Source: an optimization exercise on an open RTL-to-GDS flow (aim: small area). Production flows keep margins and buffers that such runs may drop. Only simulation tests tie the RTL to the original design; equivalence was not proved. Power and IR drop assume default switching activity.

==> try-nickel: inputs <==
## mnemonic_device
module mnemonic_device(
    input wire clk,
    input wire reset,
    input wire switch,
    input wire change_but,
    output wire sequence_o,
    output wire sequence_oe
    );
    parameter WIDTH = 16;
    reg [WIDTH-1:0] count_clks;
    reg [5:0] count_regs;
    reg [5:0] sequence_count;    
    reg previous_state;
    reg send_sequence;
    reg sequence_holder;
    function [WIDTH-1:0] cnt_inc;
        input [WIDTH-1:0] s;
        cnt_inc = {s[14:0], s[15] ^ s[13] ^ s[12] ^ s[10] ^ ~|s[14:0]};
    endfunction
    function [WIDTH-1:0] cnt_dec;
        input [WIDTH-1:0] t;
        cnt_dec = {t[0] ^ t[14] ^ t[13] ^ t[11] ^ ~|t[15:1], t[15:1]};
    endfunction
    function [5:0] ptr_inc;
        input [5:0] p;
        ptr_inc = {p[4:0] == 5'b10000, p[3:0], p[4] ^ p[2] ^ ~|p[3:0]};
    endfunction
    wire transition = previous_state != change_but;
    wire playing = sequence_count != count_regs;    
    wire seq_zero = sequence_count == 6'd0;
    wire [4:0] addr = switch ? count_regs[4:0] : sequence_count[4:0];
    wire wen;
    wire [31:0] sel;
    wire [32*WIDTH-1:0] mem_flat;
    wire [WIDTH-1:0] rd;         
    md_rdmux #(.WIDTH(WIDTH)) u_rd (.m(mem_flat), .sel(sel), .y(rd));
    wire rd_nz  = |rd;
    wire rd_gt1 = |rd[WIDTH-1:1];
    wire dec = rd_gt1 | (seq_zero & rd[0]);
  ...
==> module mnemonic_device, before the edit <==
module mnemonic_device(
    input wire clk,
    input wire reset,
    input wire switch,
    input wire change_but,
    output wire sequence_o,
    output wire sequence_oe
    );
    parameter WIDTH = 16;
    reg [WIDTH-1:0] count_clks;
    reg [5:0] count_regs;
    reg [5:0] sequence_count;    
    reg previous_state;
    reg send_sequence;
    reg sequence_holder;
    function [WIDTH-1:0] cnt_inc;
        input [WIDTH-1:0] s;
        cnt_inc = {s[14:0], s[15] ^ s[13] ^ s[12] ^ s[10] ^ ~|s[14:0]};
    endfunction
    function [WIDTH-1:0] cnt_dec;
        input [WIDTH-1:0] t;
        cnt_dec = {t[0] ^ t[14] ^ t[13] ^ t[11] ^ ~|t[15:1], t[15:1]};
    endfunction
    function [5:0] ptr_inc;
        input [5:0] p;
        ptr_inc = {p[4:0] == 5'b10000, p[3:0], p[4] ^ p[2] ^ ~|p[3:0]};
    endfunction
    wire transition = previous_state != change_but;
    wire playing = sequence_count != count_regs;    
    wire seq_zero = sequence_count == 6'd0;
    wire [4:0] addr = switch ? count_regs[4:0] : sequence_count[4:0];
    wire wen;
    wire [31:0] sel;
    wire [32*WIDTH-1:0] mem_flat;
    wire [WIDTH-1:0] rd;         
    md_rdmux #(.WIDTH(WIDTH)) u_rd (.m(mem_flat), .sel(sel), .y(rd));
    wire rd_nz  = |rd;
    wire rd_gt1 = |rd[WIDTH-1:1];
    wire dec = rd_gt1 | (seq_zero & rd[0]);
    wire [WIDTH-1:0] wdata_n = ~(switch ? count_clks : cnt_dec(rd));
    assign wen = ~(switch & count_regs[5]);
    wire [3:0] sel_lo = {3'd0, wen} << addr[1:0];
    wire [7:0] sel_hi = 8'd1 << addr[4:2];
    genvar d;
    generate
        for (d = 0; d < 32; d = d + 1) begin : dec_sel
            md_and2 u (.a(sel_lo[d % 4]), .b(sel_hi[d / 4]), .y(sel[d]));
        end
    endgenerate
    genvar k;
    generate
        for (k = 0; k < 32; k = k + 1) begin : entry
            reg [WIDTH-1:0] q_n;
            always @(posedge clk)
                if (sel[k]) q_n <= wdata_n;
            assign mem_flat[k*WIDTH +: WIDTH] = q_n;
        end
    endgenerate
    always @(posedge clk) begin
        if (reset) begin
            previous_state <= 1'b0;
            count_clks <= {WIDTH{1'b0}};
            count_regs <= 6'd0;
            sequence_count <= 6'd0;
            sequence_holder <= 1'b0;
            send_sequence <= 1'b0;
        end else if (switch) begin
            send_sequence <= 1'b0;
            if (transition) begin
                previous_state <= change_but;
                if (~count_regs[5])
                    count_regs <= ptr_inc(count_regs);
                count_clks <= {{(WIDTH-1){1'b0}}, 1'b1};
            end else begin
                count_clks <= cnt_inc(count_clks);
            end
        end else if (playing) begin
            if (~dec) begin
                sequence_count <= ptr_inc(sequence_count);
                sequence_holder <= ~sequence_holder;
            end
            if (seq_zero & rd_nz)
                send_sequence <= 1'b1;
        end else begin
            send_sequence <= 1'b0;
            count_regs <= 6'd0;
            sequence_count <= 6'd0;
        end
    end
    assign sequence_o = send_sequence & sequence_holder;
    assign sequence_oe = send_sequence;
endmodule
==> module md_rdmux, before the edit <==
module md_rdmux #(parameter WIDTH = 16) (
    input wire [32*WIDTH-1:0] m,
    input wire [31:0] sel,
    output wire [WIDTH-1:0] y
    );
    genvar b, g;
    generate
        for (b = 0; b < WIDTH; b = b + 1) begin : col
            wire [10:0] t;       
            for (g = 0; g < 10; g = g + 1) begin : grp
                md_aoi222 u (.a0(m[(3*g)*WIDTH+b]), .s0(sel[3*g]),
                             .a1(m[(3*g+1)*WIDTH+b]), .s1(sel[3*g+1]),
                             .a2(m[(3*g+2)*WIDTH+b]), .s2(sel[3*g+2]),
                             .y(t[g]));
            end
            md_aoi22 u_last (.a0(m[30*WIDTH+b]), .s0(sel[30]),
                             .a1(m[31*WIDTH+b]), .s1(sel[31]), .y(t[10]));
            wire [2:0] p;
            md_nand4 u_n0 (.a(t[0]), .b(t[1]), .c(t[2]), .d(t[3]), .y(p[0]));
            md_nand4 u_n1 (.a(t[4]), .b(t[5]), .c(t[6]), .d(t[7]), .y(p[1]));
            md_nand3 u_n2 (.a(t[8]), .b(t[9]), .c(t[10]), .y(p[2]));
            md_nor3 u_o (.a(p[0]), .b(p[1]), .c(p[2]), .y(y[b]));
        end
    endgenerate
endmodule
==> module md_nor3, before the edit <==
module md_nor3 (input wire a, b, c, output wire y);
    assign y = ~(a | b | c);
endmodule
clock: 6.5 ns
lec_check: 0
cap_margin: 20
core_margin: 2
core_utilization: 75
gpl_timing_driven: 0
place_density: 0.85
slew_margin: 20
synth_hierarchical: 1
standard.sh (not shown) runs the stock make flow with config.mk's settings and CLKGATE_MAP_FILE= SYNTH_SCRIPT=/design/flow/synth_recipe.tcl, a recipe that flattens the netlist after the stock synthesis.
==> flow/flow/run.sh <==
#!/bin/bash
# Own flow: the standard layout (standard.sh, unchanged synthesis), with
#  - synthesis buffers removed before global placement (remove_buffers.tcl);
#  - ports buffered with the smallest buffer, sized later like other cells;
#  - clock tree synthesis set to insert no dummy loads and to cluster more
#    flip-flops on each clock buffer.
# ORFS writes each step's full log under orfs/logs/; make's output goes to
# standard.log.
set -o pipefail
here=$(cd "$(dirname "$0")" && pwd)
export PRE_GLOBAL_PLACE_TCL="$here/remove_buffers.tcl"
export BUFFER_PORTS_ARGS="-buffer_cell sky130_fd_sc_hd__buf_1"
export PRE_RESIZE_TCL="$here/size.tcl"
export CTS_ARGS="-sink_clustering_enable -repair_clock_nets -dont_use_dummy_load -buf_list {sky130_fd_sc_hd__clkbuf_4} -sink_clustering_size 10 -sink_clustering_max_diameter 35"
bash standard.sh > standard.log 2>&1
Other scripts of this flow, unchanged in this note and not shown: flow/flow/cells.tcl, flow/flow/remove_buffers.tcl, flow/flow/size.tcl
==> try-cedar (differences from try-nickel) <==
--- a/flow/flow/run.sh
+++ b/flow/flow/run.sh
@@ -13,3 +13,3 @@
 export PRE_RESIZE_TCL="$here/size.tcl"
-export CTS_ARGS="-sink_clustering_enable -repair_clock_nets -dont_use_dummy_load -buf_list {sky130_fd_sc_hd__clkbuf_4} -sink_clustering_size 10 -sink_clustering_max_diameter 35"
+export CTS_ARGS="-sink_clustering_enable -repair_clock_nets -dont_use_dummy_load -buf_list {sky130_fd_sc_hd__clkbuf_4} -sink_clustering_size 12 -sink_clustering_max_diameter 36"
 bash standard.sh > standard.log 2>&1
Settings changed: CORE_UTILIZATION 75 to 65, PLACE_DENSITY 0.85 to 0.75.
==> try-yarrow (differences from try-nickel) <==
--- a/flow/design.v
+++ b/flow/design.v
@@ -9,3 +9,4 @@
     parameter WIDTH = 16;
-    reg [WIDTH-1:0] count_clks;
+    reg [WIDTH-1:0] count_clks_n;    
+    wire [WIDTH-1:0] count_clks = ~count_clks_n;
     reg [5:0] count_regs;
@@ -34,4 +35,5 @@
     wire [32*WIDTH-1:0] mem_flat;
-    wire [WIDTH-1:0] rd;         
-    md_rdmux #(.WIDTH(WIDTH)) u_rd (.m(mem_flat), .sel(sel), .y(rd));
+    wire [WIDTH-1:0] rd_n;       
+    md_rdmux #(.WIDTH(WIDTH)) u_rd (.m(mem_flat), .sel(sel), .y(rd_n));
+    wire [WIDTH-1:0] rd = ~rd_n;
     wire rd_nz  = |rd;
@@ -39,3 +41,10 @@
     wire dec = rd_gt1 | (seq_zero & rd[0]);
-    wire [WIDTH-1:0] wdata_n = ~(switch ? count_clks : cnt_dec(rd));
+    wire [WIDTH-1:0] wdata_n;
+    wire [WIDTH-1:0] dec_n = ~cnt_dec(rd);
+    genvar w;
+    generate
+        for (w = 0; w < WIDTH; w = w + 1) begin : wbus
+            md_mux2 u (.s(switch), .a1(count_clks_n[w]), .a0(dec_n[w]), .y(wdata_n[w]));
+        end
+    endgenerate
     assign wen = ~(switch & count_regs[5]);
@@ -61,3 +70,3 @@
             previous_state <= 1'b0;
-            count_clks <= {WIDTH{1'b0}};
+            count_clks_n <= {WIDTH{1'b1}};
             count_regs <= 6'd0;
@@ -72,5 +81,5 @@
                     count_regs <= ptr_inc(count_regs);
-                count_clks <= {{(WIDTH-1){1'b0}}, 1'b1};
+                count_clks_n <= ~{{(WIDTH-1){1'b0}}, 1'b1};
             end else begin
-                count_clks <= cnt_inc(count_clks);
+                count_clks_n <= ~cnt_inc(count_clks);
             end
@@ -113,3 +122,3 @@
             md_nand3 u_n2 (.a(t[8]), .b(t[9]), .c(t[10]), .y(p[2]));
-            md_nor3 u_o (.a(p[0]), .b(p[1]), .c(p[2]), .y(y[b]));
+            md_or3 u_o (.a(p[0]), .b(p[1]), .c(p[2]), .y(y[b]));
         end
@@ -129,2 +138,5 @@
 endmodule
+module md_mux2 (input wire s, a1, a0, output wire y);
+    assign y = s ? a1 : a0;
+endmodule
 module md_and2 (input wire a, b, output wire y);
@@ -132,4 +144,4 @@
 endmodule
-module md_nor3 (input wire a, b, c, output wire y);
-    assign y = ~(a | b | c);
+module md_or3 (input wire a, b, c, output wire y);
+    assign y = a | b | c;
 endmodule
Settings changed: CORE_UTILIZATION 75 to 65, PLACE_DENSITY 0.85 to 0.75.
==> run notes <==
|  | try-yarrow | try-cedar | try-nickel |
|---|---|---|---|
| Switching share of power | 20.6% | 20.6% | 20.7% |
| M3 GR Usage | 4.60% | 5.03% | 6.56% |
| Proportion of power drawn by flip-flops and latches | 69.4% | 69.9% | 69.4% |
| Number of vias per cell after detailed routing | 7.13 | 7.23 | 7.71 |
| Placer's final routability congestion estimate | 0.818 | 0.872 | 0.898 |
| Run status | timing/DRC/antenna clean | timing/DRC/antenna clean | timing/DRC/antenna clean |
| Req. time, crit path | 6.88 ns | 6.79 ns | 6.81 ns |
| Clock tree buffer count of the final layout | 73 | 69 | 72 |
| Final cell count without fillers | 1454 | 1476 | 1422 |
| Met1 GRT Util | 37.5% | 38.1% | 42.4% |
| Worst slack after detailed placement | -0.198 ns | -0.480 ns | -0.432 ns |
| Final critical-path share of the clock period | 86.7% | 93.4% | 95.0% |
| M1 WL | 16.6 mm | 16.8 mm | 15.6 mm |
| Count of cell instances traversed by the critical path | 13 | 11 | 11 |
| Final std cell area, no fill | 20600 um2 | 20700 um2 | 20700 um2 |
| Post-synthesis share of cell area spent on xor and xnor gates | 0.622% | 0.771% | 0.771% |
| Final routed wire length divided by cell count | 27.0 um | 27.0 um | 28.7 um |
| Number of nets in the layout | 1068 | 1089 | 1092 |
| Proportion of final cell area spent on non-clock buffers | 0.109% | 0.115% | 0.115% |
| Amount of wire on met2 after detailed routing | 18.0 mm | 18.0 mm | 19.2 mm |
| Post-Route Skew | 0.0797 ns | 0.110 ns | 0.0868 ns |
| Insertion delay of the later-clocked pin in the worst-skew pair | 0.73 ns | 0.72 ns | 0.72 ns |
| Transition time at the pin with the least slew margin | 0.884 ns | 1.06 ns | 1.02 ns |
| Synth cell types | 43 | 57 | 57 |
| Number of filler instances in the final layout | 1884 | 1939 | 1327 |
| Area inside the core boundary | 29700 um2 | 29800 um2 | 26000 um2 |
| Share of cell area taken by multi-input logic gates | 17.1% | 17.7% | 17.7% |

---

==> job 4412 <==
mnemonic_device with an RTL version that a note above also has.
clock: 6.5 ns
lec_check: 0
cap_margin: 20
core_margin: 2
core_utilization: 65
gpl_timing_driven: 0
place_density: 0.75
slew_margin: 20
synth_hierarchical: 1
==> flow/flow/run.sh <==
#!/bin/bash
# Own flow: the standard layout (standard.sh, synthesis unchanged), with
#  - synthesis buffers removed before global placement (remove_buffers.tcl);
#  - ports buffered with the smallest buffer, sized later like other cells;
#  - clock tree synthesis with small clock buffers (clkbuf_4) on small
#    clusters of flip-flops, and no dummy loads.
# ORFS writes each step's full log under orfs/logs/; make's output goes to
# standard.log.
set -o pipefail
here=$(cd "$(dirname "$0")" && pwd)
export PRE_GLOBAL_PLACE_TCL="$here/remove_buffers.tcl"
export BUFFER_PORTS_ARGS="-buffer_cell sky130_fd_sc_hd__buf_1"
export PRE_RESIZE_TCL="$here/size.tcl"
export CTS_ARGS="-sink_clustering_enable -repair_clock_nets -dont_use_dummy_load -buf_list {sky130_fd_sc_hd__clkbuf_4} -sink_clustering_size 10 -sink_clustering_max_diameter 35"
bash standard.sh > standard.log 2>&1
==> flow/flow/size.tcl <==
source [file join [file dirname [info script]] cells.tcl]

set margin 0.75
set by_fp [dict create]
dict for {c info} $::cellinfo {
  lassign $info fp area mc
  dict lappend by_fp $fp [list $c $area $mc]
}
estimate_parasitics -placement
set scene [sta::cmd_scene]
set up 0
set down 0
set delta 0.0
foreach net [get_nets *] {
  set drv ""
  foreach p [get_pins -quiet -of_objects $net] {
    if {[get_property $p direction] eq "output"} { set drv $p }
  }
  if {$drv eq ""} continue
  set inst [$drv instance]
  set ref [get_property $inst ref_name]
  if {![regexp {^sky130_fd_sc_hd__(.+)$} $ref -> short]} continue
  if {![dict exists $::cellinfo $short]} continue
  lassign [dict get $::cellinfo $short] fp area mc
  set load [expr {1e12 * ([$net wire_capacitance $scene max] + [$net pin_capacitance $scene max])}]
  set best ""
  set strongest ""
  foreach cand [lsort -real -index 1 [dict get $by_fp $fp]] {
    lassign $cand c a m
    if {[lsearch -exact $::env(DONT_USE_CELLS) "sky130_fd_sc_hd__$c"] >= 0} continue
    if {$strongest eq "" || $m > [lindex $strongest 2]} {
      set strongest [list $c $a $m]
    }
    if {$m * $margin >= $load} {
      if {$best eq "" || $a < [lindex $best 1] || ($a == [lindex $best 1] && $m > [lindex $best 2])} {
        set best [list $c $a $m]
      }
    }
  }
  # no cell of the footprint is strong enough: take the strongest, and leave
  # the rest to repair_design
  if {$best eq ""} { set best $strongest }
  if {$best eq "" || [lindex $best 0] eq $short} continue
  replace_cell [get_full_name $inst] sky130_fd_sc_hd__[lindex $best 0]
  set delta [expr {$delta + [lindex $best 1] - $area}]
  if {[lindex $best 1] > $area} { incr up } else { incr down }
}
puts [format "size.tcl: %d cells sized up, %d down, area change %.1f um2" $up $down $delta]
Other scripts of this flow, unchanged in this note and not shown: flow/flow/cells.tcl, flow/flow/remove_buffers.tcl
==> job 8807: changes against job 4412 <==
--- a/flow/flow/size.tcl
+++ b/flow/flow/size.tcl
@@ -1,5 +1,5 @@
 source [file join [file dirname [info script]] cells.tcl]
 
-set margin 0.75
+set margin 0.85
 set by_fp [dict create]
 dict for {c info} $::cellinfo {
--- a/flow/config.mk
+++ b/flow/config.mk
@@ -6,9 +6,9 @@
 export NUM_CORES = 4
 export LEC_CHECK = 0
-export CAP_MARGIN = 20
+export CAP_MARGIN = 10
 export CORE_MARGIN = 2
 export CORE_UTILIZATION = 65
 export GPL_TIMING_DRIVEN = 0
 export PLACE_DENSITY = 0.75
-export SLEW_MARGIN = 20
+export SLEW_MARGIN = 10
 export SYNTH_HIERARCHICAL = 1
==> job 8061: changes against job 4412 <==
--- a/flow/config.mk
+++ b/flow/config.mk
@@ -8,7 +8,7 @@
 export CAP_MARGIN = 20
 export CORE_MARGIN = 2
-export CORE_UTILIZATION = 65
+export CORE_UTILIZATION = 60
 export GPL_TIMING_DRIVEN = 0
-export PLACE_DENSITY = 0.75
+export PLACE_DENSITY = 0.7
 export SLEW_MARGIN = 20
 export SYNTH_HIERARCHICAL = 1
==> run notes <==
- Worst hold slack: job 4412 is worse than job 8807 (1.2 ps).
- Of job 4412 and job 8061, job 4412 has the higher first-iteration DRC count (gap about 0.7%, measured against job 8061).
- Against job 4412, the register-to-register slack of job 8061 is lower by 120 ps.
- Non-clock buffer count is the same in job 4412 and job 8061.
- Job 8807 went through all stages and came out clean. Job 4412 ran to the end with no violations. Job 8061 completed with no timing, DRC or antenna violations.
- In via count, job 8807 and job 4412 hardly differ.
- In sequential cell count, job 4412 and job 8807 do not differ.
==> figures <==
| item | job 4412 | job 8807 | job 8061 |
|---|---|---|---|
| First-pass DRT Iterations | 12 | 7 | 9 |
| Outcome | timing/DRC/antenna clean | timing/DRC/antenna clean | timing/DRC/antenna clean |
| Reg2reg end | entry[6].q_n[15] | entry[6].q_n[15] | entry[8].q_n[15] |
| Switching share of power | 0.2061 | 0.2061 | 0.2058 |
| Met3 Routed Length | 3679 um | 3737 um | 3279 um |
| Final worst slack | 863.4 ps | 390.4 ps | 831.3 ps |
| Power in the clock group | 1500 uW | 1500 uW | 1530 uW |
| Number of global-route vias before repair | 9906 | 9906 | 9699 |
| Post-placement cell count | 1379 | 1379 | 1431 |
| Detail Route met2 WL | 17950 um | 17980 um | 17890 um |
| Initial Util | 0.6633 | 0.6633 | 0.6073 |
| Share of final layout cell area taken by clock buffers and inverters | 0.02661 | 0.02661 | 0.02794 |
| Met1 layer usage reported by global route | 0.3750 | 0.3750 | 0.3442 |
| Taps Inserted | 390 | 390 | 442 |

## static timing again, ports no longer ideal
The results above use ideal ports. As a check the final layouts listed here were re-extracted and re-timed, cells and wires unchanged. Step 1 (the two cells are an assumption about what drives the block):
set clk [get_ports {clk}]
set_driving_cell -lib_cell sky130_fd_sc_hd__clkbuf_16 $clk
set_driving_cell -lib_cell sky130_fd_sc_hd__buf_2 [delete_from_list [all_inputs] $clk]
Step 2 adds t to the input delays and takes it off the output delays; t is the mean of the earliest and latest rising clock arrival at the registers after step 1. Input paths then give back, and output paths get back, about the clock's delay inside the block. Slacks: ideal / step 1 / step 2; pairs: ideal / step 1.
| run | shift t [ns] | setup WS [ns] | slew at the worst register clock pin (ns) |
|---|---|---|---|
| try-nickel | 0.727 | 0.328 / 0.348 / -0.378 | 0.11 / 0.11 |
| try-cedar | 0.714 | 0.429 / 0.446 / -0.268 | 0.11 / 0.11 |
| try-yarrow | 0.738 | 0.863 / 0.886 / 0.148 | 0.10 / 0.10 |
| job 4412 | 0.738 | 0.863 / 0.886 / 0.148 | 0.10 / 0.10 |
| job 8807 | 0.738 | 0.390 / 0.412 / -0.327 | 0.10 / 0.10 |
| job 8061 | 0.750 | 0.831 / 0.828 / 0.079 | 0.10 / 0.10 |
With both steps, setup timing fails in try-nickel, try-cedar and job 8807, where it was met with ideal ports. For job 8061, which loses most, drivers alone change the setup slack by -0.003 ns; drivers and shift together by -0.752 ns.
